This is an optimization exercise on Yosys and OpenROAD, whose aim is small area, not a production implementation. Where RTL was checked, it was by simulation tests only, not by an equivalence proof against the original. The RTL of run 2 was laid out without a check of its function. The clock port is modelled as an ideal driver; clocking choices that lean on that would not hold on a real chip. Power is estimated from default activity; no workload was simulated.

==> design.v <==
module spi_ctrl
(
    input wire i_clk,
    input wire i_rst,
    input wire i_en,
    input wire i_miso,
    output wire o_spi_clk,
    output wire o_spi_cs_n,
    output wire [15:0] o_data,
    output wire o_status
);
reg s1, s0;
reg [3:0] bit_count;
reg [15:0] data_r;
reg [15:0] clk_cnt;
reg latch_r;
wire recv = s0 & ~s1;
wire last = (bit_count == 4'd15);
always @(posedge i_clk, posedge i_rst)
    if (i_rst) begin
        s1        <= 1'b0;
        s0        <= 1'b0;
        bit_count <= 4'd0;
        data_r    <= 16'd0;
        clk_cnt   <= 16'd0;
        latch_r   <= 1'b0;
    end else begin
        clk_cnt   <= i_en ? clk_cnt + 16'd1 : 16'd0;
        latch_r   <= (clk_cnt[15:7] != 9'd0) && (clk_cnt[6:0] == 7'd10);
        s1        <= s0 & (s1 | last);
        s0        <= s0 ? ~s1 : i_en;
        bit_count <= recv ? bit_count + {3'd0, latch_r} : 4'd0;
        if (recv && latch_r)
            data_r <= {data_r[14:0], i_miso};
    end
assign o_spi_clk = clk_cnt[6];
assign o_status = s1;
assign o_data = data_r;
assign o_spi_cs_n = ~recv;
endmodule
module pwm_ctrl(
    input wire clk,
    input wire rst,
    input wire En,
    input wire [31:0] Ton,
    input wire [31:0] Tp,
    output wire  op,
    output wire [31:0] cnt_val,
    output wire [31:0] milli_cnt
);
reg [31:0] q_reg;
reg [31:0] q2_reg;
reg op_r;
wire milli_tick;
lfsr_prescaler #(
    .R    (17'h0e39a),
    .T    (17'h171cc),
    .MASK (17'h17dff),
    .J    (1)
) u_pre (
    .clk  (clk),
    .rst  (rst),
    .term (milli_tick)
);
wire [31:0] qn = ~q_reg;
wire lt_tp, lt_ton;
pwm_lt32 u_lt_tp  (.an(qn), .b(Tp),  .lt(lt_tp));
pwm_lt32 u_lt_ton (.an(qn), .b(Ton), .lt(lt_ton));
wire [31:0] q_inc, q2_inc;
pwm_inc32 u_inc_q  (.a(q_reg),  .ci(1'b1),       .s(q_inc));
pwm_inc32 u_inc_q2 (.a(q2_reg), .ci(milli_tick), .s(q2_inc));
wire go = En & lt_tp;
always @(posedge clk, posedge rst)
    if (rst) begin
        q_reg  <= 32'd0;
        q2_reg <= 32'd0;
        op_r   <= 1'b0;
    end else begin
        q_reg  <= q_inc & {32{go}};
        q2_reg <= q2_inc;
        op_r   <= En & lt_ton;
    end
assign op = op_r;
assign cnt_val = q_reg;
assign milli_cnt = q2_reg;
endmodule
module pwm_maj(input wire a, input wire b, input wire c, output wire y);
assign y = (a & b) | (a & c) | (b & c);
endmodule
module pwm_lt16(input wire [15:0] an, input wire [15:0] b, input wire ci, output wire lt);
wire [16:0] c;
assign c[0] = ci;
genvar i;
generate for (i = 0; i < 16; i = i + 1) begin : g
    pwm_maj u (.a(an[i]), .b(b[i]), .c(c[i]), .y(c[i+1]));
end endgenerate
assign lt = c[16];
endmodule
module pwm_lt32(input wire [31:0] an, input wire [31:0] b, output wire lt);
wire lo, hi0, hi1;
pwm_lt16 u_lo  (.an(an[15:0]),  .b(b[15:0]),  .ci(1'b0), .lt(lo));
pwm_lt16 u_hi0 (.an(an[31:16]), .b(b[31:16]), .ci(1'b0), .lt(hi0));
pwm_lt16 u_hi1 (.an(an[31:16]), .b(b[31:16]), .ci(1'b1), .lt(hi1));
assign lt = lo ? hi1 : hi0;
endmodule
module pwm_ha(input wire a, input wire b, output wire s, output wire co);
assign {co, s} = a + b;
endmodule
module pwm_inc32(input wire [31:0] a, input wire ci, output wire [31:0] s);
wire [32:0] c;
assign c[0] = ci;
genvar i;
generate for (i = 0; i < 32; i = i + 1) begin : g
    pwm_ha u (.a(a[i]), .b(c[i]), .s(s[i]), .co(c[i+1]));
end endgenerate
endmodule
module sevensegment(clk, reset, temp1, temp2, temp3, temp4, seg_out, seg_clk, anode);
input clk;
input reset;
input [3:0] temp1;
input [3:0] temp2;
input [3:0] temp3;
input [3:0] temp4;
output reg seg_clk;
output reg [6:0] seg_out;
output reg [3:0] anode;
wire term;
lfsr_prescaler #(
    .R    (17'h04da4),
    .T    (17'h126d6),
    .MASK (17'h17ffb),
    .J    (3)
) u_pre (
    .clk  (clk),
    .rst  (reset),
    .term (term)
);
wire seg_tick = term & ~seg_clk;
wire first = anode[3] & anode[2] & anode[1];
wire shown = ~(first & anode[0]);
reg [3:0] bcd;       
reg [3:0] disp;      
wire [3:0] sel = ({4{first}}     & temp1) |
                 ({4{~anode[3]}} & temp2) |
                 ({4{~anode[2]}} & temp3) |
                 ({4{~anode[1]}} & temp4);
always @(posedge clk, posedge reset)
    if (reset) begin
        seg_clk <= 1'b0;
    end else if (term) begin
        seg_clk <= ~seg_clk;
    end
always @(posedge clk, posedge reset)
    if (reset) begin
        bcd   <= 4'b0000;
        disp  <= 4'b0000;
        anode <= 4'b1111;
    end else if (seg_tick) begin
        bcd   <= sel;
        disp  <= bcd;
        anode <= {~first, anode[3:1]};
    end
always @* begin
    case (disp)
        4'd0: seg_out = 7'b100_0000;
        4'd1: seg_out = 7'b111_1001;
        4'd2: seg_out = 7'b010_0100;
        4'd3: seg_out = 7'b011_0000;
        4'd4: seg_out = 7'b001_1001;
        4'd5: seg_out = 7'b001_0010;
        4'd6: seg_out = 7'b000_0010;
        4'd7: seg_out = 7'b111_1000;
        4'd8: seg_out = 7'b000_0000;
        4'd9: seg_out = 7'b001_0000;
        default: seg_out = 7'b100_0000;
    endcase
    if (!shown) seg_out = 7'b111_1111;
end
endmodule
module temp_ctrl_periph (
    input  wire        clk,
    input  wire        rst,
    input  wire        spi_en,
    input  wire        spi_miso,
    output wire        spi_clk,
    output wire        spi_cs_n,
    output wire [15:0] spi_data,
    output wire        spi_status,
    input  wire        pwm_en,
    input  wire [31:0] pwm_ton,
    input  wire [31:0] pwm_tp,
    output wire        pwm_out,
    output wire [31:0] pwm_cnt,
    output wire [31:0] pwm_milli_cnt,
    input  wire [3:0]  disp_d0,
    input  wire [3:0]  disp_d1,
    input  wire [3:0]  disp_d2,
    input  wire [3:0]  disp_d3,
    output wire [6:0]  seg_out,
    output wire        seg_clk,
    output wire [3:0]  anode
);
spi_ctrl u_spi (
    .i_clk      (clk),
    .i_rst      (rst),
    .i_en       (spi_en),
    .i_miso     (spi_miso),
    .o_spi_clk  (spi_clk),
    .o_spi_cs_n (spi_cs_n),
    .o_data     (spi_data),
    .o_status   (spi_status)
);
pwm_ctrl u_pwm (
    .clk       (clk),
    .rst       (rst),
    .En        (pwm_en),
    .Ton       (pwm_ton),
    .Tp        (pwm_tp),
    .op        (pwm_out),
    .cnt_val   (pwm_cnt),
    .milli_cnt (pwm_milli_cnt)
);
sevensegment u_seg (
    .clk     (clk),
    .reset   (rst),
    .temp1   (disp_d0),
    .temp2   (disp_d1),
    .temp3   (disp_d2),
    .temp4   (disp_d3),
    .seg_out (seg_out),
    .seg_clk (seg_clk),
    .anode   (anode)
);
endmodule
module lfsr_prescaler #(
    parameter [16:0] R    = 17'h0,
    parameter [16:0] T    = 17'h0,
    parameter [16:0] MASK = 17'h1ffff,
    parameter integer J   = 0
) (
    input  wire clk,
    input  wire rst,
    output wire term
);
reg  [16:0] s;
wire [16:0] step = {s[15:0], s[16] ^ s[2]};
assign term = ((s ^ T) & MASK) == 17'b0;
integer i;
reg [16:0] nxt;
always @* begin
    nxt = step;
    if (term) nxt[J] = R[J];
end
always @(posedge clk, posedge rst)
    if (rst) s <= R;
    else     s <= nxt;
endmodule
==> flow/run.sh <==
#!/bin/bash
# The standard layout with these changes: the port buffers are the smallest
# buffer (buf_1); after floorplan every logic cell is set to drive strength 1
# (repair_design and repair_timing size up what needs it); clock tree
# synthesis adds no dummy loads, and clock buffers whose flip-flops would see
# too slow a clock edge are made stronger (post_cts.tcl).
set -euo pipefail
here=$(pwd)
export BUFFER_PORTS_ARGS="-buffer_cell sky130_fd_sc_hd__buf_1"
export POST_FLOORPLAN_TCL="$here/flow/downsize.tcl"
export POST_CTS_TCL="$here/flow/post_cts.tcl"
export CTS_ARGS="-sink_clustering_enable -repair_clock_nets -dont_use_dummy_load -buf_list {$(cat flow/cts_bufs)} $(cat flow/cts_extra 2>/dev/null || true)"
bash standard.sh > standard.log 2>&1
==> flow/cts_bufs <==
sky130_fd_sc_hd__clkbuf_4
==> flow/cts_extra <==
-sink_clustering_size 10
==> flow/downsize.tcl <==
# After synthesis and floorplan: put every logic cell at its smallest drive
# strength (X_1), leaving repair_design and repair_timing to size up what the
# layout needs.
set n 0
foreach inst [get_cells *] {
  set m [get_property $inst ref_name]
  if {[regexp {^(sky130_fd_sc_hd__[a-z0-9]+)_([0-9]+)$} $m -> base d]} {
    if {$d == 1 || [string match *tap* $base] || [string match *conb* $base]} { continue }
    set lc [get_lib_cells -quiet ${base}_1]
    if {$lc eq ""} { continue }
    if {[catch {replace_cell $inst $lc} err]} { puts "downsize: $inst $m: $err"; continue }
    incr n
  }
}
puts "downsize: $n cells set to drive strength 1"
==> flow/post_cts.tcl <==
estimate_parasitics -placement
set big [get_lib_cells sky130_fd_sc_hd__clkbuf_8]
set n 0
foreach inst [get_cells *] {
  set m [get_property $inst ref_name]
  if {$m ne "sky130_fd_sc_hd__clkbuf_4"} { continue }
  set out [get_pins -of_objects $inst -filter "direction==output"]
  set net [get_nets -of_objects $out]
  set mx 0
  foreach p [get_pins -of_objects $net -filter "direction==input"] {
    set s [get_property $p slew_max]
    if {$s > $mx} { set mx $s }
  }
  if {$mx > 0.105} {
    replace_cell $inst $big
    incr n
  }
}
puts "post_cts: $n clock buffers set to clkbuf_8"
if {$n > 0} {
  detailed_placement
  check_placement -verbose
  estimate_parasitics -placement
}
==> standard.sh <==
#!/bin/bash
# synth_recipe.tcl (not shown) runs the flow's synth.tcl, then flattens the netlist and writes it again
# the make line also repeats each setting of config.mk as NAME=value (left out here)
make -C /OpenROAD-flow-scripts/flow DESIGN_CONFIG=/design/flow/config.mk WORK_HOME=/design/flow/orfs CLKGATE_MAP_FILE= SYNTH_SCRIPT=/design/flow/synth_recipe.tcl "${@:-finish}"
==> config.mk <==
export PLATFORM = sky130hd
export DESIGN_NAME = temp_ctrl_periph
export DESIGN_NICKNAME = temp_ctrl_periph
export VERILOG_FILES = /design/flow/design.v
export SDC_FILE = /design/flow/constraint.sdc
export NUM_CORES = 4
export LEC_CHECK = 0
export CAP_MARGIN = 20
export CORE_MARGIN = 2
export CORE_UTILIZATION = 40
export SLEW_MARGIN = 20
export SYNTH_HIERARCHICAL = 1
==> constraint.sdc <==
create_clock -name core_clock -period 10.0 [get_ports {clk}]
set_input_delay 2.0000 -clock core_clock [delete_from_list [all_inputs] [get_ports {clk}]]
set_output_delay 2.0000 -clock core_clock [all_outputs]
set_load 0.01 [all_outputs]
==> flow_metrics.tcl, run 1 <==
set metrics [dict create \
    status "complete, no violations" \
    route.detailed.drc 0 \
    layout_commonest_cell "buf_1" \
    die_width_um 140 \
    cpMostUsedCell "maj3_1" \
    worstPathCellList "buf_1 -> maj3_1 -> maj3_1 -> maj3_1 -> maj3_1 -> maj3_1 -> maj3_1 -> maj3_1 -> maj3_1 -> maj3_1 -> maj3_1 -> maj3_1 -> maj3_1 -> maj3_1 -> maj3_1 -> maj3_1 -> maj3_1 -> mux2_1 -> and3_1" \
    place.port_buffers 180 \
    cp.arrival_ns 8.92 \
    cp_max_fo 32 \
    r2r_cells 19 \
    yosys.area_share.adder 0.266 \
    synth_area_um2 7450 \
    antenna_found_initial 0 \
    ys_ff_latch 151 \
    muxShareOfSynthArea 0.0391 \
    synthCells 583 \
    drive_gt1_frac 0.0285 \
    wire_per_inst_um 14.6 \
    critPathCaptureType "flip-flop" \
    cts_tree "yes" \
    die_area_um2 19700 \
    slew_violations 0 \
    dr.first_iter.drc_count 142 \
    die_h_um 140 \
    crit_buf_inv 1 \
    worst_slew_pin_slew_ns 0.834 \
    min_to "u_seg.u_pre.s[16]$_DFF_PP0_" \
    cts.clk_slew.worst_paths_ns 0.08 \
    p_leak_uw 0.00386 \
    grt_pass1_vias 5250 \
    crit_family "adder cells" \
    top_layer "met4" \
    period_needed_ns 8.58 \
    coreArea_um2 18100 \
    required_ns 10.34 \
    min_from "u_seg.u_pre.s[15]$_DFF_PP0_" \
    post-route-period-util 0.858 \
    grt-ovfl-total 0 \
    ant_nets 0 \
    wl_met1_um 6210 \
    fin_setup_tns_ns 0 \
    rows 49 \
    seq_area_frac_synth 0.510 \
    maxSlewHeadroom 0.444 \
    hold_viol_final 0 \
    synthSimpleGateAreaFrac 0.0982 \
    avgViaCountPerCell 5.00 \
    ioPinCount 181 \
    hp-class "flip-flop to flip-flop" \
    post-dp-hpwl_um 11200 \
    yosysUniqueCellTypes 47 \
    clock.fmax_mhz 117 \
    ys_warn_count 11 \
    ir_drop_mv 0.0607 \
    grt_pass1_wl_um 24700 \
    synth-compound-area-share 0.0373 \
    clock_latency_ns 0.42 \
    synth_top_family_by_area "adder cells" \
    drt-total-wl_um 14600 \
    dr_wl_met3_um 720 \
    r2r_slack_ns 2.61 \
    start_kind "input port" \
    cts_sinks 151 \
    skew_ns 0.0242 \
    floorplan.initialDensity 0.411 \
    timing.rr.start "u_pwm.q_reg[0]$_DFF_PP0_" \
    synth-xor-area-share 0.00940 \
    rr_endpoint "u_pwm.q_reg[3]$_DFF_PP0_" \
    holdPathStages 0 \
    setup_violations 0 \
    gp_congestion 0.861 \
    final_nets 930 \
    dr_wl_met2_um 7460 \
    syn_avg_cell_area_um2 12.8 \
    power_uw 946 \
    cap_violations 0 \
    powerDensity_nw_per_um2 114 \
    areaGrowthSynthToFinish_pct 11.5 \
    dr.pass1.iters 5 \
    critPathMaxStageDelay_ns 0.71 \
    grt_setup_unrepaired "no" \
    antennaDiodeCount 0 \
    grtUsageTotal 0.154 \
    cp_slowest_cell "mux2_1" \
    via_count 4996 \
    final_cell_mix "179 x buf_1, 131 x dfrtp_1, 96 x maj3_1, 72 x ha_1, 49 x inv_1" \
    grt_max_degree 66 \
    crit_type "input port to flip-flop" \
]
worst max path at each step:
stage	start	end	slack, ns	cells past startpoint
final	pwm_tp[0]	u_pwm.q_reg[3]$_DFF_PP0_	1.42	19
after global routing	pwm_tp[0]	u_pwm.q_reg[10]$_DFF_PP0_	1.16	19
after detailed placement	pwm_tp[0]	u_pwm.q_reg[3]$_DFF_PP0_	0.97	19
after global placement	pwm_tp[0]	u_pwm.q_reg[5]$_DFF_PP0_	1.12	19
after floorplan	pwm_tp[0]	u_pwm.q_reg[20]$_DFF_PP0_	2.40	19
routing by layer:
layer | vias to the layer above | track usage
met4 | 0 | 0.0553
li1 | 2422 | -
met2 | 137 | 0.274
met3 | 15 | 0.0349
met5 | - | 0
met1 | 2422 | 0.182
cell families after synthesis:
logic type      Yosys count
simple gates            118
mux                      25
compound gates           44
flops                   151
other cells               5
xor+xnor                  8
fa+ha+maj               168
buf+inv                  64
synth_stat cells (all sizes together):
cell type	count	area [um2]
a21oi	11	55.1
a222oi	4	40.0
a31oi	5	31.3
a41oi	1	8.76
and2	3	18.8
and3	33	244
buf	10	70.1
clkbuf	4	18.8
conb	5	18.8
dfrtp	131	3280
dfstp	20	526
ha	72	901
inv	50	188
maj3	96	1080
mux2	21	251
mux2i	4	40.0
nand2	22	82.6
nand2b	7	43.8
nand3	9	45.0
nand4	3	33.8
nand4b	3	26.3
nor2	13	48.8
nor2b	4	32.5
nor3	1	5.00
nor3b	1	7.51
nor4	8	50.1
o211ai	1	7.51
o21ai	17	85.1
o31ai	3	22.5
o41a	1	11.3
o41ai	1	16.3
or3	4	28.8
or3b	1	8.76
or4	4	33.8
or4bb	2	22.5
xnor2	2	17.5
xor2	6	52.6
area by class of cell:
type	count	area, um2
Tap cell	229	287
Inverter	50	188
Multi-Input combinational cell	370	3170
Sequential cell	151	3800
Clock buffer	17	165
Fill cell	1689	9840
Timing Repair Buffer	183	699
per-module statistics from Yosys (local to each module, per instance), excerpt:
module        cells  area, um2
pwm_ha            1       12.5
pwm_ctrl        138       2030
spi_ctrl        145       1720
sevensegment     83        768
pwm_maj           1       11.3
pwm_lt32          3       22.5
metrics by stage:
step | hold WS (ns) | area [um2] | setup slack (ns) | utilization | instances
finish | 0.355 | 8310 | 1.42 | 0.458 | 1000
floorplan | 0.331 | 7460 | 2.40 | - | 585
global placement | 0.335 | 8150 | 1.12 | 0.449 | 983
detailed placement | 0.337 | 8150 | 0.967 | 0.449 | 983
global route | 0.362 | 8310 | 1.16 | 0.458 | 1000
where the power goes:
part	internal [uW]	leakage [uW]	switching [uW]
sequential	612	0.00201	2.69
clock	105	0.0000937	182
combinational	15.4	0.00176	29.0
total	732	0.00386	213
==> run 2: changes to the inputs <==
--- a/design.v
+++ b/design.v
@@ -15,6 +15,8 @@
 reg [15:0] clk_cnt;
 reg latch_r;
 wire recv = s0 & ~s1;
+wire [15:0] cnt_inc;
+spi_inc16 u_inc (.a(clk_cnt), .s(cnt_inc));
 wire last = (bit_count == 4'd15);
 always @(posedge i_clk, posedge i_rst)
     if (i_rst) begin
@@ -25,7 +27,7 @@
         clk_cnt   <= 16'd0;
         latch_r   <= 1'b0;
     end else begin
-        clk_cnt   <= i_en ? clk_cnt + 16'd1 : 16'd0;
+        clk_cnt   <= cnt_inc & {16{i_en}};
         latch_r   <= (clk_cnt[15:7] != 9'd0) && (clk_cnt[6:0] == 7'd10);
         s1        <= s0 & (s1 | last);
         s0        <= s0 ? ~s1 : i_en;
@@ -37,6 +39,17 @@
 assign o_status = s1;
 assign o_data = data_r;
 assign o_spi_cs_n = ~recv;
+endmodule
+module spi_inc16(input wire [15:0] a, output wire [15:0] s);
+wire [16:0] c;
+assign c[0] = 1'b1;
+assign s[0] = ~a[0];
+assign c[1] = a[0];
+genvar i;
+generate for (i = 1; i < 15; i = i + 1) begin : g
+    pwm_ha u (.a(a[i]), .b(c[i]), .s(s[i]), .co(c[i+1]));
+end endgenerate
+assign s[15] = a[15] ^ c[15];
 endmodule
 module pwm_ctrl(
     input wire clk,
@@ -67,7 +80,7 @@
 pwm_lt32 u_lt_tp  (.an(qn), .b(Tp),  .lt(lt_tp));
 pwm_lt32 u_lt_ton (.an(qn), .b(Ton), .lt(lt_ton));
 wire [31:0] q_inc, q2_inc;
-pwm_inc32 u_inc_q  (.a(q_reg),  .ci(1'b1),       .s(q_inc));
+pwm_inc1_32 u_inc_q (.a(q_reg), .s(q_inc));
 pwm_inc32 u_inc_q2 (.a(q2_reg), .ci(milli_tick), .s(q2_inc));
 wire go = En & lt_tp;
 always @(posedge clk, posedge rst)
@@ -87,20 +100,20 @@
 module pwm_maj(input wire a, input wire b, input wire c, output wire y);
 assign y = (a & b) | (a & c) | (b & c);
 endmodule
-module pwm_lt16(input wire [15:0] an, input wire [15:0] b, input wire ci, output wire lt);
+module pwm_lt16 #(parameter CI = 0) (input wire [15:0] an, input wire [15:0] b, output wire lt);
 wire [16:0] c;
-assign c[0] = ci;
-genvar i;
-generate for (i = 0; i < 16; i = i + 1) begin : g
+assign c[1] = CI ? (an[0] | b[0]) : (an[0] & b[0]);
+genvar i;
+generate for (i = 1; i < 16; i = i + 1) begin : g
     pwm_maj u (.a(an[i]), .b(b[i]), .c(c[i]), .y(c[i+1]));
 end endgenerate
 assign lt = c[16];
 endmodule
 module pwm_lt32(input wire [31:0] an, input wire [31:0] b, output wire lt);
 wire lo, hi0, hi1;
-pwm_lt16 u_lo  (.an(an[15:0]),  .b(b[15:0]),  .ci(1'b0), .lt(lo));
-pwm_lt16 u_hi0 (.an(an[31:16]), .b(b[31:16]), .ci(1'b0), .lt(hi0));
-pwm_lt16 u_hi1 (.an(an[31:16]), .b(b[31:16]), .ci(1'b1), .lt(hi1));
+pwm_lt16 #(.CI(0)) u_lo  (.an(an[15:0]),  .b(b[15:0]),  .lt(lo));
+pwm_lt16 #(.CI(0)) u_hi0 (.an(an[31:16]), .b(b[31:16]), .lt(hi0));
+pwm_lt16 #(.CI(1)) u_hi1 (.an(an[31:16]), .b(b[31:16]), .lt(hi1));
 assign lt = lo ? hi1 : hi0;
 endmodule
 module pwm_ha(input wire a, input wire b, output wire s, output wire co);
@@ -110,9 +123,20 @@
 wire [32:0] c;
 assign c[0] = ci;
 genvar i;
-generate for (i = 0; i < 32; i = i + 1) begin : g
+generate for (i = 0; i < 31; i = i + 1) begin : g
     pwm_ha u (.a(a[i]), .b(c[i]), .s(s[i]), .co(c[i+1]));
 end endgenerate
+assign s[31] = a[31] ^ c[31];
+endmodule
+module pwm_inc1_32(input wire [31:0] a, output wire [31:0] s);
+wire [31:0] c;
+assign s[0] = ~a[0];
+assign c[1] = a[0];
+genvar i;
+generate for (i = 1; i < 31; i = i + 1) begin : g
+    pwm_ha u (.a(a[i]), .b(c[i]), .s(s[i]), .co(c[i+1]));
+end endgenerate
+assign s[31] = a[31] ^ c[31];
 endmodule
 module sevensegment(clk, reset, temp1, temp2, temp3, temp4, seg_out, seg_clk, anode);
 input clk;
==> flow_metrics.tcl, run 2 <==
set metrics [dict create \
    hold_viol_final 0 \
    r2r_cells 19 \
    cp.arrival_ns 8.67 \
    start_kind "input port" \
    ys_ff_latch 151 \
    clock.fmax_mhz 119 \
    powerDensity_nw_per_um2 115 \
    grtUsageTotal 0.148 \
    post-dp-hpwl_um 10500 \
    antennaDiodeCount 0 \
    critPathCaptureType "flip-flop" \
    post-route-period-util 0.839 \
    synth_area_um2 7320 \
    r2r_slack_ns 2.78 \
    synth-compound-area-share 0.0270 \
    min_from "u_pwm.u_pre.s[7]$_DFF_PP1_" \
    place.port_buffers 180 \
    muxShareOfSynthArea 0.0395 \
    rr_endpoint "u_pwm.q_reg[19]$_DFF_PP0_" \
    worstPathCellList "buf_1 -> or2_1 -> maj3_1 -> maj3_1 -> maj3_1 -> maj3_1 -> maj3_1 -> maj3_1 -> maj3_1 -> maj3_1 -> maj3_1 -> maj3_1 -> maj3_1 -> maj3_1 -> maj3_1 -> maj3_1 -> maj3_1 -> mux2_1 -> and3_1" \
    syn_avg_cell_area_um2 13.4 \
    crit_family "adder cells" \
    synth_top_family_by_area "adder cells" \
    cp_max_fo 32 \
    p_leak_uw 0.00397 \
    antenna_found_initial 0 \
    seq_area_frac_synth 0.520 \
    avgViaCountPerCell 4.85 \
    ys.flop_type "dfrtp_1" \
    areaGrowthSynthToFinish_pct 11.4 \
    floorplan.initialDensity 0.408 \
    cap_violations 0 \
    cpMostUsedCell "maj3_1" \
    fin_setup_tns_ns 0 \
    synth-edff-count 0 \
    grt-ovfl-total 0 \
    yosysTopAreaCellShare 0.448 \
    rows 49 \
    worst_slew_pin_slew_ns 0.758 \
    min_to "u_pwm.u_pre.s[8]$_DFF_PP1_" \
    wire_per_inst_um 14.0 \
    cp_slowest_cell "mux2_1" \
    grt_pass1_vias 5066 \
    setup_violations 0 \
    die_width_um 139 \
    final_nets 900 \
    fin_worst_hold_slack_ns 0.351 \
    synth.area.top_cells "dfrtp_1 45%, ha_1 14%, maj3_2 14%" \
    synthCells 545 \
    ir_drop_mv 0.0666 \
    fin_util 0.454 \
    drt-total-wl_um 13500 \
    yosysUniqueCellTypes 43 \
    synth_common_cells "131 x dfrtp_1, 90 x maj3_2, 81 x ha_1" \
    required_ns 10.28 \
    grt_pass1_wl_um 23400 \
    synth-xor-area-share 0.00957 \
    final_cell_mix "179 x buf_1, 131 x dfrtp_1, 90 x maj3_1, 81 x ha_1, 47 x inv_1" \
    via_count 4657 \
    layout_commonest_cell "buf_1" \
    synth.most_common_cell "dfrtp_1" \
    gp_congestion 0.822 \
    cts_sinks 151 \
    dr.first_iter.drc_count 131 \
    ys_warn_count 11 \
    crit_buf_inv 1 \
    grt_max_degree 42 \
    synthSimpleGateAreaFrac 0.0918 \
    synth_top_area_cell "dfrtp_1" \
    dr.pass1.iters 4 \
    grt_setup_unrepaired "no" \
    die_area_um2 19400 \
    slew_violations 0 \
    coreArea_um2 18000 \
    period_needed_ns 8.39 \
    yosys.area_share.adder 0.277 \
    ioPinCount 181 \
    critPathMaxStageDelay_ns 0.62 \
    maxSlewHeadroom 0.495 \
    holdPathStages 0 \
    postPlaceCellArea_um2 7990 \
    grt.met3_usage 0.0475 \
    ys_async_sr_fraction 1.00 \
    route.detailed.drc 0 \
    ant_nets 0 \
    clock_latency_ns 0.42 \
    cts.clk_slew.worst_paths_ns 0.10 \
    grt.busiest_layer "met2" \
    die_h_um 139 \
    cts_tree "yes" \
    status "complete, no violations" \
    crit_type "input port to flip-flop" \
    timing.rr.start "u_pwm.q_reg[16]$_DFF_PP0_" \
    drive_gt1_frac 0.0301 \
    hp-class "flip-flop to flip-flop" \
    skew_ns 0.0333 \
    design_area_um2 8160 \
    grt_use_met1 0.174 \
    use_met2 0.253 \
]
[run 2: metrics by stage]
| stage | total power [uW] | worst slack [ns] | instances |
|---|---|---|---|
| 2_1_floorplan | 648 | 2.53 | 545 |
| 3_3_place_gp | 666 | 1.28 | 944 |
| 3_5_place_dp | 668 | 1.21 | 944 |
| 5_1_grt | 995 | 1.40 | 961 |
| 6_report | 941 | 1.61 | 961 |
[run 2: area by class of cell]
cell class	instances	area [um2]
Sequential cell	151	3800
Inverter	48	180
Multi-Input combinational cell	333	3020
Fill cell	1724	9810
Clock buffer	17	171
Tap cell	229	287
Timing Repair Buffer	183	699
[run 2: worst max path at each step]
stage               depth (start not counted)                   endpoint       start  slack (ns)
floorplan                                  19  u_pwm.q_reg[20]$_DFF_PP0_  pwm_tp[16]        2.53
global placement                           19   u_pwm.q_reg[4]$_DFF_PP0_  pwm_tp[16]        1.28
detailed placement                         19   u_pwm.q_reg[5]$_DFF_PP0_  pwm_tp[16]        1.21
global route                               19  u_pwm.q_reg[19]$_DFF_PP0_  pwm_tp[16]        1.40
finish                                     19  u_pwm.q_reg[19]$_DFF_PP0_  pwm_tp[16]        1.61
[run 2: worst register-to-register path, delay by kind of cell, from the launching register on]
kind                       cells  cell delay (ns)
and+or+nand+nor                2             0.50
buffers and inverters          1             0.08
muxes                          1             0.62
adders and majority gates     15             5.45
DFF                            1             0.41
[run 2: cell families after synthesis]
family	after synthesis
DFF	151
xor gates and xnor gates	8
muxes	21
AOI/OAI and AO/OA	29
buffers and inverters	61
adders and majority gates	171
and+or+nand+nor	104
[run 2: layer usage]
metal	share of wire	vias to the layer above	wire length, um
li1	-	2268	-
met1	0.43	2254	5840
met2	0.49	120	6580
met3	0.063	15	849
met4	0.016	0	211
met5	0	-	0
[run 2: modules after synthesis, one instance, submodules excluded, a selection]
module / cells / cell area, um2 / copies in the design / flops+latches
pwm_ctrl: 137 / 2020 / 1 / 65
pwm_ha: 1 / 12.5 / 75 / 0
pwm_inc1_32: 2 / 12.5 / 1 / 0
pwm_inc32: 1 / 8.76 / 1 / 0
pwm_lt32: 1 / 15.0 / 2 / 0
pwm_maj: 1 / 11.3 / 90 / 0
sevensegment: 83 / 757 / 1 / 13
spi_ctrl: 96 / 1470 / 1 / 39
spi_inc16: 2 / 12.5 / 1 / 0
[run 2: where the power goes]
part           leakage (uW)  switching (uW)  internal (uW)  total (uW)
logic               0.00187            25.8           14.7        40.5
registers           0.00201            1.81            612         614
clock network     0.0000963             178            109         286
total               0.00397             205            736         941
==> run 3: changes to the inputs <==
--- a/design.v
+++ b/design.v
@@ -75,10 +75,9 @@
     .rst  (rst),
     .term (milli_tick)
 );
-wire [31:0] qn = ~q_reg;
 wire lt_tp, lt_ton;
-pwm_lt32 u_lt_tp  (.an(qn), .b(Tp),  .lt(lt_tp));
-pwm_lt32 u_lt_ton (.an(qn), .b(Ton), .lt(lt_ton));
+pwm_lt32 u_lt_tp  (.q(q_reg), .b(Tp),  .lt(lt_tp));
+pwm_lt32 u_lt_ton (.q(q_reg), .b(Ton), .lt(lt_ton));
 wire [31:0] q_inc, q2_inc;
 pwm_inc1_32 u_inc_q (.a(q_reg), .s(q_inc));
 pwm_inc32 u_inc_q2 (.a(q2_reg), .ci(milli_tick), .s(q2_inc));
@@ -97,24 +96,23 @@
 assign cnt_val = q_reg;
 assign milli_cnt = q2_reg;
 endmodule
-module pwm_maj(input wire a, input wire b, input wire c, output wire y);
-assign y = (a & b) | (a & c) | (b & c);
-endmodule
-module pwm_lt16 #(parameter CI = 0) (input wire [15:0] an, input wire [15:0] b, output wire lt);
-wire [16:0] c;
-assign c[1] = CI ? (an[0] | b[0]) : (an[0] & b[0]);
-genvar i;
-generate for (i = 1; i < 16; i = i + 1) begin : g
-    pwm_maj u (.a(an[i]), .b(b[i]), .c(c[i]), .y(c[i+1]));
-end endgenerate
-assign lt = c[16];
-endmodule
-module pwm_lt32(input wire [31:0] an, input wire [31:0] b, output wire lt);
-wire lo, hi0, hi1;
-pwm_lt16 #(.CI(0)) u_lo  (.an(an[15:0]),  .b(b[15:0]),  .lt(lo));
-pwm_lt16 #(.CI(0)) u_hi0 (.an(an[31:16]), .b(b[31:16]), .lt(hi0));
-pwm_lt16 #(.CI(1)) u_hi1 (.an(an[31:16]), .b(b[31:16]), .lt(hi1));
-assign lt = lo ? hi1 : hi0;
+module pwm_lt_e(input wire q, input wire b, input wire c, output wire yn);
+assign yn = ~((~q & b) | ((~q | b) & c));
+endmodule
+module pwm_lt_o(input wire q, input wire b, input wire cn, output wire y);
+assign y = ~((q | ~b) & ((q & ~b) | cn));
+endmodule
+module pwm_lt32(input wire [31:0] q, input wire [31:0] b, output wire lt);
+wire [32:0] c;
+assign c[0] = 1'b0;
+assign c[1] = ~(~q[0] & b[0]);
+pwm_lt_o u_o0 (.q(q[1]), .b(b[1]), .cn(c[1]), .y(c[2]));
+genvar i;
+generate for (i = 2; i < 32; i = i + 2) begin : g
+    pwm_lt_e ue (.q(q[i]),   .b(b[i]),   .c(c[i]),    .yn(c[i+1]));
+    pwm_lt_o uo (.q(q[i+1]), .b(b[i+1]), .cn(c[i+1]), .y(c[i+2]));
+end endgenerate
+assign lt = c[32];
 endmodule
 module pwm_ha(input wire a, input wire b, output wire s, output wire co);
 assign {co, s} = a + b;
--- a/config.mk
+++ b/config.mk
@@ -7,6 +7,6 @@
 export LEC_CHECK = 0
 export CAP_MARGIN = 20
 export CORE_MARGIN = 2
-export CORE_UTILIZATION = 40
+export CORE_UTILIZATION = 60
 export SLEW_MARGIN = 20
 export SYNTH_HIERARCHICAL = 1
==> flow_metrics.tcl, run 3 <==
set metrics [dict create \
    final_nets 958 \
    floorplan.initialDensity 0.617 \
    critPathCaptureType "flip-flop" \
    crit_type "input port to flip-flop" \
    seq_area_frac_synth 0.538 \
    crit_family "compound AO/OA/AOI/OAI gates" \
    yosysUniqueCellTypes 41 \
    avgViaCountPerCell 5.23 \
    hold_viol_final 0 \
    post-dp-hpwl_um 9840 \
    synth-edff-count 0 \
    fill_cells 888 \
    yosysTopAreaCellShare 0.463 \
    synth_area_um2 7070 \
    layout_commonest_cell "buf_1" \
    grt_max_degree 57 \
    grt-ovfl-total 0 \
    cts_sinks 151 \
    antennaDiodeCount 0 \
    synth_common_cells "131 x dfrtp_1, 81 x ha_1, 74 x nand2_1" \
    worst_slew_pin_slew_ns 0.725 \
    hp-class "flip-flop to flip-flop" \
    clock.fmax_mhz 112 \
    syn_avg_cell_area_um2 11.7 \
    start_kind "input port" \
    final_cell_mix "179 x buf_1, 131 x dfrtp_1, 81 x ha_1, 75 x nand2_1, 70 x nor2_1" \
    die_width_um 113 \
    yosys.area_share.adder 0.143 \
    muxShareOfSynthArea 0.0366 \
    wire_per_inst_um 13.7 \
    grt_setup_unrepaired "no" \
    status "complete, no violations" \
    top_layer "met4" \
    drive_gt1_frac 0.0291 \
    synth-xor-area-share 0.00990 \
    fin_worst_hold_slack_ns 0.355 \
    setup_violations 0 \
    synthSimpleGateAreaFrac 0.157 \
    die_h_um 113 \
    synth_top_family_by_area "simple AND/OR/NAND/NOR gates" \
    wl_met1_um 5670 \
    ys_async_sr_fraction 1.00 \
    cp_num_cells 65 \
    synth_top_area_cell "dfrtp_1" \
    place.port_buffers 180 \
    route.detailed.drc 0 \
    dr_wl_met3_um 695 \
    dr.first_iter.drc_count 294 \
    synthCells 603 \
    crit_buf_inv 1 \
    drt-total-wl_um 12800 \
    dr_wl_met2_um 6170 \
    ir_drop_mv 0.0937 \
    clock_latency_ns 0.43 \
    grtUsageTotal 0.216 \
    critPathMaxStageDelay_ns 0.35 \
    period_needed_ns 8.97 \
    cap_violations 0 \
    areaGrowthSynthToFinish_pct 12.0 \
    antenna_found_initial 0 \
    cp_max_fo 32 \
    cts_tree "yes" \
    postPlaceCellArea_um2 7750 \
    ioPinCount 181 \
    stdcell_count 933 \
    required_ns 10.30 \
    ys.flop_type "dfrtp_1" \
    fin_setup_tns_ns 0 \
    cp_slowest_cell "o21a_2" \
    rows 39 \
    place_inst 916 \
    ys_ff_latch 151 \
    grt_pass1_vias 4793 \
    via_count 4878 \
    slew_violations 0 \
    die_area_um2 12700 \
    holdPathStages 0 \
    design_area_um2 7920 \
    grt_pass1_wl_um 21800 \
    synth-compound-area-share 0.0941 \
    synth.area.top_cells "dfrtp_1 46%, ha_1 14%, dfstp_2 7.4%" \
    p_leak_uw 0.00420 \
    cpMostUsedCell "nor2_1" \
    r2r_cells 64 \
    skew_ns 0.0355 \
    synth.most_common_cell "dfrtp_1" \
    cts.clk_slew.worst_paths_ns 0.10 \
    dr.pass1.iters 5 \
    cp.arrival_ns 9.27 \
    post-route-period-util 0.897 \
    maxSlewHeadroom 0.517 \
    gp_congestion 0.808 \
    powerDensity_nw_per_um2 119 \
    ys_warn_count 11 \
    coreArea_um2 11500 \
    ant_nets 0 \
]
## run 3: report_power, final
group	switching, uW	internal, uW
sequential	2.41	612
combinational	26.9	15.4
clock	175	108
total	204	736
## run 3: Yosys stat by module, one instance, submodules excluded, excerpt
module       cells inside  flip-flops and latches
pwm_inc32               1                       0
pwm_inc1_32             2                       0
pwm_lt_e                3                       0
pwm_lt_o                3                       0
pwm_ha                  1                       0
pwm_lt32                1                       0
spi_inc16               2                       0
## run 3: logic make-up after synthesis
group,Yosys count
simple gates,222
compound gates,92
fa+ha+maj,81
flops,151
buf+inv,30
mux,19
xor+xnor,8
## run 3: area by class of cell
cell class	count	area, um2	area share
Tap cell	143	179	0.0226
Timing Repair Buffer	183	699	0.0883
Multi-Input combinational cell	422	3000	0.379
Inverter	17	63.8	0.00806
Sequential cell	151	3800	0.480
Clock buffer	17	171	0.0216
## run 3: metrics by stage
| step | total power, uW | utilization | worst slack (ns) |
|---|---|---|---|
| 2_1_floorplan | 649 | - | 1.10 |
| 3_3_place_gp | 668 | 0.676 | 0.507 |
| 3_5_place_dp | 670 | 0.676 | 0.337 |
| 5_1_grt | 988 | 0.691 | 0.0818 |
| 6_report | 941 | 0.691 | 1.03 |
## run 3: worst paths after layout
path / start / endpoint / slack, ns
max: pwm_tp[0] / u_pwm.q_reg[28]$_DFF_PP0_ / 1.03
max reg2reg: u_pwm.q_reg[0]$_DFF_PP0_ / u_pwm.q_reg[12]$_DFF_PP0_ / 2.17
min in group asynchronous: rst / u_pwm.q2_reg[20]$_DFF_PP0_ / 1.58
min reg2reg: u_seg.u_pre.s[6]$_DFF_PP0_ / u_seg.u_pre.s[7]$_DFF_PP1_ / 0.35
min: u_seg.u_pre.s[6]$_DFF_PP0_ / u_seg.u_pre.s[7]$_DFF_PP1_ / 0.35
max in group asynchronous: rst / u_pwm.q2_reg[30]$_DFF_PP0_ / 7.41
## run 3: worst reg2reg max path, delay by kind of cell, from the launching register on
family,cells,cell delay [ns]
compound gates,31,4.93
simple gates,33,2.37
flops,1,0.44
## run 3: metal layers
metal	vias up	GRT usage
met3	21	0.0535
met1	2290	0.276
li1	2442	-
met4	0	0.0846
met5	-	0
met2	125	0.358
==> run 4: changes to the inputs <==
--- a/config.mk
+++ b/config.mk
@@ -7,6 +7,6 @@
 export LEC_CHECK = 0
 export CAP_MARGIN = 20
 export CORE_MARGIN = 2
-export CORE_UTILIZATION = 60
+export CORE_UTILIZATION = 40
 export SLEW_MARGIN = 20
 export SYNTH_HIERARCHICAL = 1
==> flow_metrics.tcl, run 4 <==
set metrics [dict create \
    floorplan.initialDensity 0.409 \
    gp_congestion 0.800 \
    die_width_um 137 \
    ant_nets 0 \
    areaGrowthSynthToFinish_pct 13.6 \
    p_leak_uw 0.00421 \
    via_count 4982 \
    cp_slowest_cell "o21a_4" \
    switching_share 0.220 \
    post-route-period-util 0.899 \
    ioPinCount 181 \
    fill_cells 1690 \
    wire_per_inst_um 13.3 \
    hold_viol_final 0 \
    setup_violations 0 \
    cts_tree "yes" \
    coreArea_um2 17300 \
    synth-xor-area-share 0.00990 \
    final_nets 958 \
    maxSlewHeadroom 0.527 \
    route.detailed.drc 0 \
    synth-compound-area-share 0.0941 \
    ys_ff_latch 151 \
    ys.flop_type "dfrtp_1" \
    yosys.area_share.adder 0.143 \
    cpMostUsedCell "nor2_1" \
    grtUsageTotal 0.148 \
    crit_type "input port to flip-flop" \
    cts_sinks 151 \
    ir_drop_mv 0.0823 \
    critPathCaptureType "flip-flop" \
    yosysTopAreaCellShare 0.463 \
    worst_slew_pin_slew_ns 0.710 \
    drive_gt1_frac 0.0291 \
    setup_slack_ns 1.01 \
    synth.most_common_cell "dfrtp_1" \
    grt_pass1_vias 4710 \
    pre_cts_slack_ns 0.234 \
    fin_util 0.465 \
    synth-edff-count 0 \
    synth_area_um2 7070 \
    required_ns 10.28 \
    p_int_uw 741 \
    antenna_found_initial 0 \
    grt_setup_unrepaired "no" \
    grt-ovfl-total 0 \
    fin_worst_hold_slack_ns 0.365 \
    power.sequential.fraction 0.648 \
    post-dp-hpwl_um 10400 \
    dr.first_iter.drc_count 194 \
    seq_area_frac_synth 0.538 \
    skew_ns 0.0298 \
    antennaDiodeCount 0 \
    clock_latency_ns 0.43 \
    period_needed_ns 8.99 \
    p_comb_frac 0.045 \
    p_clk_frac 0.307 \
    cts.clk_slew.worst_paths_ns 0.09 \
    place.port_buffers 180 \
    yosysUniqueCellTypes 41 \
    clock.fmax_mhz 111 \
    synth_top_area_cell "dfrtp_1" \
    synthCells 603 \
    ys_warn_count 11 \
    critPathMaxStageDelay_ns 0.29 \
    muxShareOfSynthArea 0.0366 \
    synthSimpleGateAreaFrac 0.157 \
    layout_commonest_cell "buf_1" \
    switching_power_uw 208 \
    final_cell_mix "179 x buf_1, 131 x dfrtp_1, 81 x ha_1, 75 x nand2_1, 70 x nor2_1" \
    avgViaCountPerCell 4.91 \
    die_area_um2 18800 \
    start_kind "input port" \
    rows 48 \
    synth_common_cells "131 x dfrtp_1, 81 x ha_1, 74 x nand2_1" \
    syn_avg_cell_area_um2 11.7 \
    cp_max_fo 32 \
    cap_violations 0 \
    cp.arrival_ns 9.28 \
    synth.area.top_cells "dfrtp_1 46%, ha_1 14%, dfstp_2 7.4%" \
    powerDensity_nw_per_um2 118 \
    drt-total-wl_um 13500 \
    dr.pass1.iters 5 \
    grt_pass1_wl_um 21700 \
    status "complete, no violations" \
    synth_top_family_by_area "simple AND/OR/NAND/NOR gates" \
    fin_setup_tns_ns 0 \
    grt_max_degree 57 \
    ys_async_sr_fraction 1.00 \
    die_h_um 137 \
    slew_violations 0 \
    hp-class "flip-flop to flip-flop" \
]
[run 4: changes by cell type in the layout (fill, tap and decap cells not counted)]
cell	before	now
clkbuf_4	10	9
o21a_4	0	1
clkbuf_8	7	8
o21a_2	1	0
[run 4: per-layer routing]
layer | vias to the layer above | global-route usage | routed length [um]
li1 | 2448 | - | -
met1 | 2379 | 0.177 | 5730
met2 | 136 | 0.251 | 6570
met3 | 19 | 0.0456 | 977
met4 | 0 | 0.0567 | 196
met5 | - | 0 | 0
[run 4: per-stage QoR]
step           total power [uW]  area (um2)  cells
5_1_grt                    1000        8040   1015
3_3_place_gp                669        7850    998
2_1_floorplan               649        7070    603
6_report                    949        8040   1015
3_5_place_dp                671        7850    998
[run 4: modules after synthesis, one instance, submodules excluded, excerpt]
module | cells inside | flops+latches | copies in the design | area [um2]
pwm_ctrl | 105 | 65 | 1 | 1900
spi_ctrl | 96 | 39 | 1 | 1470
sevensegment | 83 | 13 | 1 | 768
pwm_lt_e | 3 | 0 | 30 | 15.0
pwm_ha | 1 | 0 | 75 | 12.5
spi_inc16 | 2 | 0 | 1 | 12.5
pwm_lt32 | 1 | 0 | 2 | 6.26
[run 4: power groups by stage]
stage	Combinational (uW)	Sequential, uW	Clock, uW
global route	49.6	615	338
floorplan	22.0	627	0
detailed placement	43.8	627	0
global placement	42.0	627	0
finish	42.4	615	292
[run 4: cell families (layout without fill, tap and decap cells)]
family / Yosys count / count (layout)
AOI/OAI and AO/OA: 92 / 92
buffers and inverters: 30 / 217
adders and majority gates: 81 / 81
DFF: 151 / 151
xor gates and xnor gates: 8 / 8
and+or+nand+nor: 222 / 222
muxes: 19 / 19
[run 4: area by class of cell]
cell class / instances / area (um2) / area share
Clock buffer: 17 / 178 / 0.0221
Tap cell: 225 / 282 / 0.0350
Sequential cell: 151 / 3800 / 0.473
Timing Repair Buffer: 183 / 699 / 0.0870
Inverter: 17 / 63.8 / 0.00794
Multi-Input combinational cell: 422 / 3010 / 0.375
[run 4: worst max-delay path, delay by kind of cell]
family,cells,cell delay (ns)
AOI/OAI and AO/OA,31,4.98
and+or+nand+nor,33,2.22
buffers and inverters,1,0.07
[run 4: final timing paths]
kind                                                  start                     endpoint  slack, ns  depth (start not counted)
worst max-delay path                              pwm_tp[0]    u_pwm.q_reg[13]$_DFF_PP0_       1.01                         65
worst min-delay path            u_seg.u_pre.s[15]$_DFF_PP0_  u_seg.u_pre.s[16]$_DFF_PP0_       0.36                          0
worst max register to register     u_pwm.q_reg[0]$_DFF_PP0_    u_pwm.q_reg[13]$_DFF_PP0_       2.09                         64
worst min register to register  u_seg.u_pre.s[15]$_DFF_PP0_  u_seg.u_pre.s[16]$_DFF_PP0_       0.36                          0
max in group asynchronous                               rst    u_pwm.q_reg[22]$_DFF_PP0_       7.47                          3
min in group asynchronous                               rst    u_pwm.q2_reg[1]$_DFF_PP0_       1.53                          2
==> run 5: changes to the inputs <==
--- a/design.v
+++ b/design.v
@@ -22,19 +22,19 @@
     if (i_rst) begin
         s1        <= 1'b0;
         s0        <= 1'b0;
-        bit_count <= 4'd0;
         data_r    <= 16'd0;
         clk_cnt   <= 16'd0;
-        latch_r   <= 1'b0;
     end else begin
         clk_cnt   <= cnt_inc & {16{i_en}};
-        latch_r   <= (clk_cnt[15:7] != 9'd0) && (clk_cnt[6:0] == 7'd10);
         s1        <= s0 & (s1 | last);
         s0        <= s0 ? ~s1 : i_en;
-        bit_count <= recv ? bit_count + {3'd0, latch_r} : 4'd0;
         if (recv && latch_r)
             data_r <= {data_r[14:0], i_miso};
     end
+always @(posedge i_clk) begin
+    latch_r   <= (clk_cnt[15:7] != 9'd0) && (clk_cnt[6:0] == 7'd10);
+    bit_count <= recv ? bit_count + {3'd0, latch_r} : 4'd0;
+end
 assign o_spi_clk = clk_cnt[6];
 assign o_status = s1;
 assign o_data = data_r;
@@ -175,29 +175,24 @@
 always @(posedge clk, posedge reset)
     if (reset) begin
         bcd   <= 4'b0000;
-        disp  <= 4'b0000;
         anode <= 4'b1111;
     end else if (seg_tick) begin
         bcd   <= sel;
-        disp  <= bcd;
         anode <= {~first, anode[3:1]};
     end
-always @* begin
-    case (disp)
-        4'd0: seg_out = 7'b100_0000;
-        4'd1: seg_out = 7'b111_1001;
-        4'd2: seg_out = 7'b010_0100;
-        4'd3: seg_out = 7'b011_0000;
-        4'd4: seg_out = 7'b001_1001;
-        4'd5: seg_out = 7'b001_0010;
-        4'd6: seg_out = 7'b000_0010;
-        4'd7: seg_out = 7'b111_1000;
-        4'd8: seg_out = 7'b000_0000;
-        4'd9: seg_out = 7'b001_0000;
-        default: seg_out = 7'b100_0000;
-    endcase
-    if (!shown) seg_out = 7'b111_1111;
-end
+always @(posedge clk)
+    if (seg_tick) disp <= bcd;
+wire [6:0] dec = (disp == 4'd1) ? 7'b111_1001 :
+                 (disp == 4'd2) ? 7'b010_0100 :
+                 (disp == 4'd3) ? 7'b011_0000 :
+                 (disp == 4'd4) ? 7'b001_1001 :
+                 (disp == 4'd5) ? 7'b001_0010 :
+                 (disp == 4'd6) ? 7'b000_0010 :
+                 (disp == 4'd7) ? 7'b111_1000 :
+                 (disp == 4'd8) ? 7'b000_0000 :
+                 (disp == 4'd9) ? 7'b001_0000 :
+                                  7'b100_0000;
+always @* seg_out = (first & anode[0]) ? 7'b111_1111 : dec;
 endmodule
 module temp_ctrl_periph (
     input  wire        clk,
==> flow_metrics.tcl, run 5 <==
set metrics [dict create \
    ys_ff_latch 151 \
    cts_tree "yes" \
    drt-total-wl_um 13100 \
    coreArea_um2 17200 \
    dr.first_iter.drc_count 220 \
    ant_nets 0 \
    synth_common_cells "122 x dfrtp_1, 77 x ha_1, 71 x nor2_1" \
    rows 48 \
    cp_max_fo 32 \
    grtUsageTotal 0.146 \
    maxSlewHeadroom 0.460 \
    yosysTopAreaCellShare 0.436 \
    wire_per_inst_um 13.1 \
    yosysUniqueCellTypes 47 \
    route.detailed.drc 0 \
    hp-class "flip-flop to flip-flop" \
    antenna_found_initial 0 \
    final_cell_mix "179 x buf_1, 122 x dfrtp_1, 77 x ha_1, 72 x nand2_1, 71 x nor2_1" \
    synth_top_family_by_area "simple AND/OR/NAND/NOR gates" \
    grt_setup_unrepaired "no" \
    die_h_um 136 \
    antennaDiodeCount 0 \
    place.port_buffers 180 \
    skew_ns 0.0299 \
    fin_setup_tns_ns 0 \
    powerDensity_nw_per_um2 119 \
    cpMostUsedCell "nor2_1" \
    setup_violations 0 \
    synth-edff-count 4 \
    ys_warn_count 11 \
    syn_avg_cell_area_um2 11.8 \
    ys_async_sr_fraction 0.940 \
    synthCells 591 \
    cts_sinks 151 \
    synth_area_um2 7000 \
    fin_worst_hold_slack_ns 0.345 \
    floorplan.initialDensity 0.407 \
    critPathMaxStageDelay_ns 0.35 \
    areaGrowthSynthToFinish_pct 13.4 \
    die_width_um 136 \
    synth-compound-area-share 0.0915 \
    status "complete, no violations" \
    post-route-period-util 0.901 \
    synthSimpleGateAreaFrac 0.157 \
    synth.most_common_cell "dfrtp_1" \
    clock.fmax_mhz 111 \
    critPathCaptureType "flip-flop" \
    ir_drop_mv 0.0768 \
    die_area_um2 18600 \
    cp_slowest_cell "o21a_2" \
    synth.area.top_cells "dfrtp_1 44%, ha_1 14%, dfstp_2 7.5%" \
    grt_pass1_vias 4599 \
    yosys.area_share.adder 0.138 \
    seq_area_frac_synth 0.543 \
    clock_latency_ns 0.42 \
    crit_type "input port to flip-flop" \
    gp_congestion 0.817 \
    worst_slew_pin_slew_ns 0.810 \
    hold_viol_final 0 \
    crit_family "compound AO/OA/AOI/OAI gates" \
    p_leak_uw 0.00412 \
    drive_gt1_frac 0.0296 \
    place_inst 984 \
    stdcell_count 1001 \
    grt_pass1_wl_um 21200 \
    required_ns 10.28 \
    dr.pass1.iters 5 \
    ys.flop_type "dfrtp_1" \
    grt_max_degree 66 \
    avgViaCountPerCell 4.87 \
    layout_commonest_cell "buf_1" \
    cp.arrival_ns 9.29 \
    via_count 4871 \
    cts.clk_slew.worst_paths_ns 0.08 \
    synth-xor-area-share 0.0150 \
    synth_top_area_cell "dfrtp_1" \
    ioPinCount 181 \
    grt-ovfl-total 0 \
    start_kind "input port" \
    cap_violations 0 \
    period_needed_ns 9.01 \
    post-dp-hpwl_um 10200 \
    final_nets 940 \
    power_uw 942 \
    slew_violations 0 \
    muxShareOfSynthArea 0.0343 \
    crit_buf_inv 1 \
]
## run 5: metrics by stage
step           setup slack (ns)  utilization  cell area (um2)
6_report                  0.990        0.462             7940
5_1_grt                  0.0848        0.462             7940
3_5_place_dp              0.288        0.452             7760
3_3_place_gp              0.473        0.452             7760
2_1_floorplan              1.10            -             7000
## run 5: power breakdown
group / leakage [uW] / internal (uW) / switching (uW) / total [uW]
Sequential: 0.00197 / 614 / 2.69 / 617
Combinational: 0.00205 / 15.3 / 26.1 / 41.5
Clock: 0.0000963 / 109 / 175 / 284
Total: 0.00412 / 738 / 204 / 942
## run 5: modules after synthesis (local to each module, per instance), excerpt
module	flip-flops and latches	area, um2
pwm_inc1_32	0	12.5
pwm_ctrl	65	1900
spi_inc16	0	12.5
pwm_inc32	0	8.76
pwm_ha	0	12.5
spi_ctrl	39	1450
pwm_lt_o	0	15.0
sevensegment	13	717
pwm_lt_e	0	15.0
pwm_lt32	0	6.26
## run 5: worst paths after layout
path	from	slack (ns)	end	depth (start not counted)
setup / recovery	pwm_tp[0]	0.99	u_pwm.q_reg[12]$_DFF_PP0_	65
setup reg to reg	u_pwm.q_reg[0]$_DFF_PP0_	2.09	u_pwm.q_reg[12]$_DFF_PP0_	64
hold / removal	u_seg.u_pre.s[15]$_DFF_PP0_	0.34	u_seg.u_pre.s[16]$_DFF_PP0_	0
max in group asynchronous	rst	7.58	u_pwm.q2_reg[24]$_DFF_PP0_	3
hold reg to reg	u_seg.u_pre.s[15]$_DFF_PP0_	0.34	u_seg.u_pre.s[16]$_DFF_PP0_	0
min in group asynchronous	rst	1.62	u_seg.bcd[0]$_DFFE_PP0P_	2
## run 5: cells by family after synthesis
group           Yosys count
mux                      18
flops                   151
buf+inv                  28
simple gates            220
fa+ha+maj                77
xor+xnor                 12
compound gates           85
## run 5: layout make-up
type	count	area [um2]
Sequential cell	151	3800
Fill cell	1643	9240
Clock buffer	17	171
Tap cell	225	282
Multi-Input combinational cell	412	2940
Inverter	14	52.6
Timing Repair Buffer	182	692
## run 5: per-layer routing
metal / vias to the layer above / global-route usage / wire length, um
met3: 13 / 0.0425 / 972
li1: 2404 / - / -
met2: 143 / 0.242 / 6250
met1: 2311 / 0.180 / 5690
met5: - / 0 / 0
met4: 0 / 0.0556 / 186
==> run 6: changes to the inputs <==
--- a/flow/post_cts.tcl
+++ b/flow/post_cts.tcl
@@ -11,7 +11,7 @@
     set s [get_property $p slew_max]
     if {$s > $mx} { set mx $s }
   }
-  if {$mx > 0.105} {
+  if {$mx > 0.118} {
     replace_cell $inst $big
     incr n
   }
--- a/config.mk
+++ b/config.mk
@@ -7,6 +7,7 @@
 export LEC_CHECK = 0
 export CAP_MARGIN = 20
 export CORE_MARGIN = 2
-export CORE_UTILIZATION = 40
+export CORE_UTILIZATION = 60
+export PLACE_DENSITY = 0.85
 export SLEW_MARGIN = 20
 export SYNTH_HIERARCHICAL = 1
==> flow_metrics.tcl, run 6 <==
set metrics [dict create \
    die_area_um2 12500 \
    grt_pass1_vias 4915 \
    layout_commonest_cell "buf_1" \
    dr.pass1.iters 5 \
    cap_violations 0 \
    cp_max_fo 32 \
    areaGrowthSynthToFinish_pct 11.7 \
    worst_slew_pin_slew_ns 0.993 \
    floorplan.initialDensity 0.613 \
    status "complete, no violations" \
    gp_congestion 0.856 \
    critPathMaxStageDelay_ns 0.29 \
    ys.flop_type "dfrtp_1" \
    power_uw 918 \
    fin_worst_hold_slack_ns 0.360 \
    avgViaCountPerCell 5.41 \
    fin_util 0.685 \
    synth-edff-count 4 \
    die_width_um 112 \
    clock_latency_ns 0.41 \
    post-route-period-util 0.906 \
    setup_slack_ns 0.940 \
    cts_tree "yes" \
    timing.rr.start "u_pwm.q_reg[0]$_DFF_PP0_" \
    powerDensity_nw_per_um2 117 \
    dr.first_iter.drc_count 312 \
    grt_pass1_wl_um 21800 \
    p_leak_uw 0.00410 \
    antenna_found_initial 0 \
    ioPinCount 181 \
    wire_per_inst_um 14.3 \
    cp.arrival_ns 9.33 \
    rows 39 \
    ant_nets 0 \
    syn_avg_cell_area_um2 11.8 \
    synth_common_cells "122 x dfrtp_1, 77 x ha_1, 71 x nor2_1" \
    ys_async_sr_fraction 0.940 \
    cts_sinks 151 \
    required_ns 10.27 \
    synth.most_common_cell "dfrtp_1" \
    cts.clk_slew.worst_paths_ns 0.08 \
    slew_violations 0 \
    synth_area_um2 7000 \
    synthCells 591 \
    ys_warn_count 11 \
    cp_slowest_cell "o21a_4" \
    grt-ovfl-total 0 \
    ir_drop_mv 0.110 \
    cp-startpoint "pwm_tp[0]" \
    r2r_slack_ns 2.11 \
    synth_top_area_cell "dfrtp_1" \
    ys_ff_latch 151 \
    start_kind "input port" \
    final_cell_mix "180 x buf_1, 122 x dfrtp_1, 77 x ha_1, 72 x nand2_1, 71 x nor2_1" \
    setup_violations 0 \
    coreArea_um2 11400 \
    period_needed_ns 9.06 \
    post-dp-hpwl_um 10100 \
    place.port_buffers 180 \
    synth.area.top_cells "dfrtp_1 44%, ha_1 14%, dfstp_2 7.5%" \
    drive_gt1_frac 0.0284 \
    clock.fmax_mhz 110 \
    endpoint "u_pwm.q_reg[12]$_DFF_PP0_" \
    maxSlewHeadroom 0.338 \
    final_nets 940 \
    die_h_um 112 \
    route.detailed.drc 0 \
    yosysTopAreaCellShare 0.436 \
    fin_setup_tns_ns 0 \
    via_count 4976 \
    crit_type "input port to flip-flop" \
    antennaDiodeCount 0 \
    fill_cells 881 \
    drt-total-wl_um 13100 \
    cpMostUsedCell "nor2_1" \
    grt_setup_unrepaired "no" \
    r2r_cells 64 \
    grt_max_degree 66 \
    seq_area_frac_synth 0.543 \
    skew_ns 0.0291 \
    pre_cts_slack_ns 0.299 \
    hold_viol_final 0 \
    critPathCaptureType "flip-flop" \
    rr_endpoint "u_pwm.q_reg[12]$_DFF_PP0_" \
    grtUsageTotal 0.215 \
    hp-class "flip-flop to flip-flop" \
    yosysUniqueCellTypes 47 \
]
[run 6: cell counts after synthesis]
No cell type changed its count.
[run 6: layer usage]
metal	part of all wire	wire length (um)	global-route usage
met2	0.51	6750	0.381
met1	0.42	5560	0.262
met3	0.048	636	0.0474
met5	0	0	0
met4	0.013	168	0.0732
[run 6: layout make-up]
| type | instances | area [um2] | share of cell area |
|---|---|---|---|
| Clock buffer | 17 | 146 | 0.0187 |
| Sequential cell | 151 | 3800 | 0.486 |
| Tap cell | 143 | 179 | 0.0229 |
| Timing Repair Buffer | 182 | 691 | 0.0884 |
| Multi-Input combinational cell | 412 | 2950 | 0.377 |
| Inverter | 14 | 52.6 | 0.00672 |
[run 6: modules after synthesis (local to each module, per instance), excerpt]
module        cells  flops+latches
pwm_ctrl        105             65
pwm_ha            1              0
pwm_inc1_32       2              0
pwm_inc32         1              0
pwm_lt32          1              0
pwm_lt_e          3              0
pwm_lt_o          3              0
sevensegment     71             13
spi_ctrl         96             39
spi_inc16         2              0
[run 6: critical path: cells and delay by family]
kind            cells  cell delay, ns
compound gates     31            5.01
buf+inv             1            0.07
simple gates       33            2.22
[run 6: worst min-delay path by stage]
stage / startpoint / slack, ns / cells past startpoint / endpoint
floorplan: u_seg.u_pre.s[15]$_DFF_PP0_ / 0.33 / 0 / u_seg.u_pre.s[16]$_DFF_PP0_
global placement: u_seg.u_pre.s[15]$_DFF_PP0_ / 0.34 / 0 / u_seg.u_pre.s[16]$_DFF_PP0_
detailed placement: u_seg.u_pre.s[15]$_DFF_PP0_ / 0.35 / 0 / u_seg.u_pre.s[16]$_DFF_PP0_
global route: u_seg.u_pre.s[15]$_DFF_PP0_ / 0.38 / 0 / u_seg.u_pre.s[16]$_DFF_PP0_
finish: u_seg.u_pre.s[15]$_DFF_PP0_ / 0.36 / 0 / u_seg.u_pre.s[16]$_DFF_PP0_
[run 6: logic make-up (layout without fill, tap and decap cells)]
logic type      Yosys count  count (layout)  share of synthesized area
compound gates           85              85                     0.0915
fa+ha+maj                77              77                      0.138
mux                      18              18                     0.0343
xor+xnor                 12              12                     0.0150
simple gates            220             220                      0.157
flops                   151             151                      0.543
buf+inv                  28             213                     0.0218
[run 6: power breakdown]
group | leakage (uW) | internal (uW) | total (uW) | switching [uW]
Combinational | 0.00205 | 15.3 | 41.8 | 26.5
Sequential | 0.00197 | 614 | 617 | 2.59
Clock | 0.0000860 | 92.0 | 259 | 167
Total | 0.00410 | 721 | 918 | 196
[run 6: metrics by stage]
step	area, um2	instances
after floorplan	7000	591
after global placement	7660	902
after detailed placement	7660	902
after global routing	7820	919
final	7820	919
==> run 7: changes to the inputs <==
--- a/config.mk
+++ b/config.mk
@@ -8,6 +8,5 @@
 export CAP_MARGIN = 20
 export CORE_MARGIN = 2
 export CORE_UTILIZATION = 60
-export PLACE_DENSITY = 0.85
 export SLEW_MARGIN = 20
 export SYNTH_HIERARCHICAL = 1
==> flow_metrics.tcl, run 7 <==
set metrics [dict create \
    skew_ns 0.0313 \
    yosysUniqueCellTypes 47 \
    p_leak_uw 0.00411 \
    p_int_uw 722 \
    coreArea_um2 11400 \
    cpMostUsedCell "nor2_1" \
    layout_commonest_cell "buf_1" \
    die_width_um 112 \
    synth-edff-count 4 \
    setup_violations 0 \
    cp-startpoint "pwm_tp[0]" \
    cap_violations 0 \
    period_needed_ns 9.10 \
    ioPinCount 181 \
    rows 39 \
    synth.most_common_cell "dfrtp_1" \
    cts.clk_slew.worst_paths_ns 0.11 \
    die_area_um2 12500 \
    worst_slew_pin_slew_ns 0.709 \
    seq_area_frac_synth 0.543 \
    powerDensity_nw_per_um2 117 \
    cp_max_fo 32 \
    via_count 4884 \
    antenna_found_initial 0 \
    post-dp-hpwl_um 9960 \
    p_clk_frac 0.282 \
    crit_type "input port to flip-flop" \
    areaGrowthSynthToFinish_pct 11.9 \
    grtUsageTotal 0.216 \
    place.port_buffers 180 \
    cts_sinks 151 \
    synth_common_cells "122 x dfrtp_1, 77 x ha_1, 71 x nor2_1" \
    synth_area_um2 7000 \
    r2r_slack_ns 2.07 \
    clock_latency_ns 0.40 \
    die_h_um 112 \
    fin_setup_tns_ns 0 \
    required_ns 10.26 \
    endpoint "u_pwm.q_reg[3]$_DFF_PP0_" \
    fin_worst_hold_slack_ns 0.350 \
    critPathMaxStageDelay_ns 0.35 \
    cts_tree "yes" \
    post-route-period-util 0.910 \
    switching_share 0.213 \
    grt_max_degree 58 \
    final_nets 941 \
    hold_viol_final 0 \
    wire_per_inst_um 13.9 \
    hp-class "flip-flop to flip-flop" \
    synth.area.top_cells "dfrtp_1 44%, ha_1 14%, dfstp_2 7.5%" \
    cp_slowest_cell "o21a_2" \
    critPathCaptureType "flip-flop" \
    dr.pass1.iters 4 \
    fin_util 0.686 \
    ys_warn_count 11 \
    final_cell_mix "180 x buf_1, 122 x dfrtp_1, 77 x ha_1, 72 x nand2_1, 70 x nor2_1" \
    grt_pass1_vias 4760 \
    start_kind "input port" \
    avgViaCountPerCell 5.31 \
    r2r_cells 64 \
    power.sequential.fraction 0.672 \
    maxSlewHeadroom 0.527 \
    synthCells 591 \
    ys.flop_type "dfrtp_1" \
    p_comb_frac 0.046 \
    yosysTopAreaCellShare 0.436 \
    antennaDiodeCount 0 \
    synth_top_area_cell "dfrtp_1" \
    cp.arrival_ns 9.36 \
    ys_ff_latch 151 \
    floorplan.initialDensity 0.613 \
    grt_setup_unrepaired "no" \
    status "complete, no violations" \
    drt-total-wl_um 12800 \
    ys_async_sr_fraction 0.940 \
    switching_power_uw 196 \
    grt_pass1_wl_um 21800 \
    route.detailed.drc 0 \
    rr_endpoint "u_pwm.q_reg[8]$_DFF_PP0_" \
    ir_drop_mv 0.102 \
    clock.fmax_mhz 110 \
    grt-ovfl-total 0 \
    ant_nets 0 \
    timing.rr.start "u_pwm.q_reg[0]$_DFF_PP0_" \
    syn_avg_cell_area_um2 11.8 \
    gp_congestion 0.852 \
    dr.first_iter.drc_count 268 \
    slew_violations 0 \
    drive_gt1_frac 0.0309 \
]
[run 7: cell counts after synthesis]
No cell type changed its count.
[run 7: cells by family (layout without fill, tap and decap cells)]
family / count (synthesis) / count (layout) / share of synthesized area
and+or+nand+nor: 220 / 220 / 0.157
DFF: 151 / 151 / 0.543
AOI/OAI and AO/OA: 85 / 85 / 0.0915
adders and majority gates: 77 / 77 / 0.138
buffers and inverters: 28 / 214 / 0.0218
muxes: 18 / 18 / 0.0343
xor gates and xnor gates: 12 / 12 / 0.0150
[run 7: through the flow]
step | instance area (um2) | cells | power [uW] | worst slack, ns
floorplan | 7000 | 591 | 650 | 1.10
global placement | 7660 | 902 | 669 | 0.452
detailed placement | 7660 | 902 | 671 | 0.260
global route | 7830 | 920 | 963 | 0.0119
finish | 7830 | 920 | 918 | 0.900
[run 7: critical path, delay by kind of cell]
kind / cells / cell delay (ns)
AND/OR/NAND/NOR: 33 / 2.25
AO/OA/AOI/OAI: 31 / 5.04
buffers and inverters: 1 / 0.07
[run 7: layout make-up]
class	count	area, um2
clock buffer	17	146
timing repair buffer	183	706
tap	143	179
inverter	14	52.6
multi-input combinational	412	2950
fill	930	3590
sequential	151	3800
[run 7: power by group through the flow]
stage | clock [uW] | combinational, uW | sequential, uW
2_1_floorplan | 0 | 21.5 | 629
3_3_place_gp | 0 | 41.2 | 628
3_5_place_dp | 0 | 42.7 | 628
5_1_grt | 295 | 50.6 | 617
6_report | 259 | 42.3 | 617
[run 7: modules after synthesis, one instance, submodules excluded, a selection]
module        cells inside  times used  flip-flops and latches
pwm_inc32                1           1                       0
pwm_lt_o                 3          32                       0
pwm_lt32                 1           2                       0
spi_inc16                2           1                       0
pwm_lt_e                 3          30                       0
pwm_inc1_32              2           1                       0
sevensegment            71           1                      13
spi_ctrl                96           1                      39
pwm_ctrl               105           1                      65
pwm_ha                   1          75                       0
[run 7: worst min-delay path by stage]
| stage | to | cells after the start | from |
|---|---|---|---|
| floorplan | u_seg.u_pre.s[16]$_DFF_PP0_ | 0 | u_seg.u_pre.s[15]$_DFF_PP0_ |
| global placement | u_seg.u_pre.s[16]$_DFF_PP0_ | 0 | u_seg.u_pre.s[15]$_DFF_PP0_ |
| detailed placement | u_seg.u_pre.s[16]$_DFF_PP0_ | 0 | u_seg.u_pre.s[15]$_DFF_PP0_ |
| global route | u_pwm.u_pre.s[15]$_DFF_PP1_ | 0 | u_pwm.u_pre.s[14]$_DFF_PP1_ |
| finish | u_pwm.u_pre.s[15]$_DFF_PP1_ | 0 | u_pwm.u_pre.s[14]$_DFF_PP1_ |
[run 7: routing by layer]
layer	wire length, um	part of all wire	global-route usage
met1	5410	0.42	0.277
met2	6450	0.51	0.366
met3	801	0.063	0.0533
met4	97	0.0076	0.0683
met5	0	0	0

==> static timing again, ports no longer ideal <==
The flow's constraints put no driver on any port. The routed layouts listed below were extracted and timed again, unchanged, in two steps.
Step 1: set_driving_cell puts a clkbuf_16 on clk and a buf_2 on each other input, an assumption about the parent block.
Step 2 also shifts input and output timing later by t, the mid clock arrival at the registers, as if the neighbouring blocks saw the same clock.
Three values: no drivers, after step 1, after step 2; two values: the first two.
run	shift t [ns]	setup WS [ns]
run 1	0.449	1.419 / 1.432 / 0.983
run 2	0.443	1.612 / 1.627 / 1.184
run 3	0.452	1.033 / 1.046 / 0.595
run 4	0.443	1.005 / 1.017 / 0.574
run 5	0.439	0.990 / 1.005 / 0.566
run 6	0.423	0.940 / 0.952 / 0.529
run 7	0.418	0.900 / 0.908 / 0.490
After both steps setup and hold are still met in every run listed.
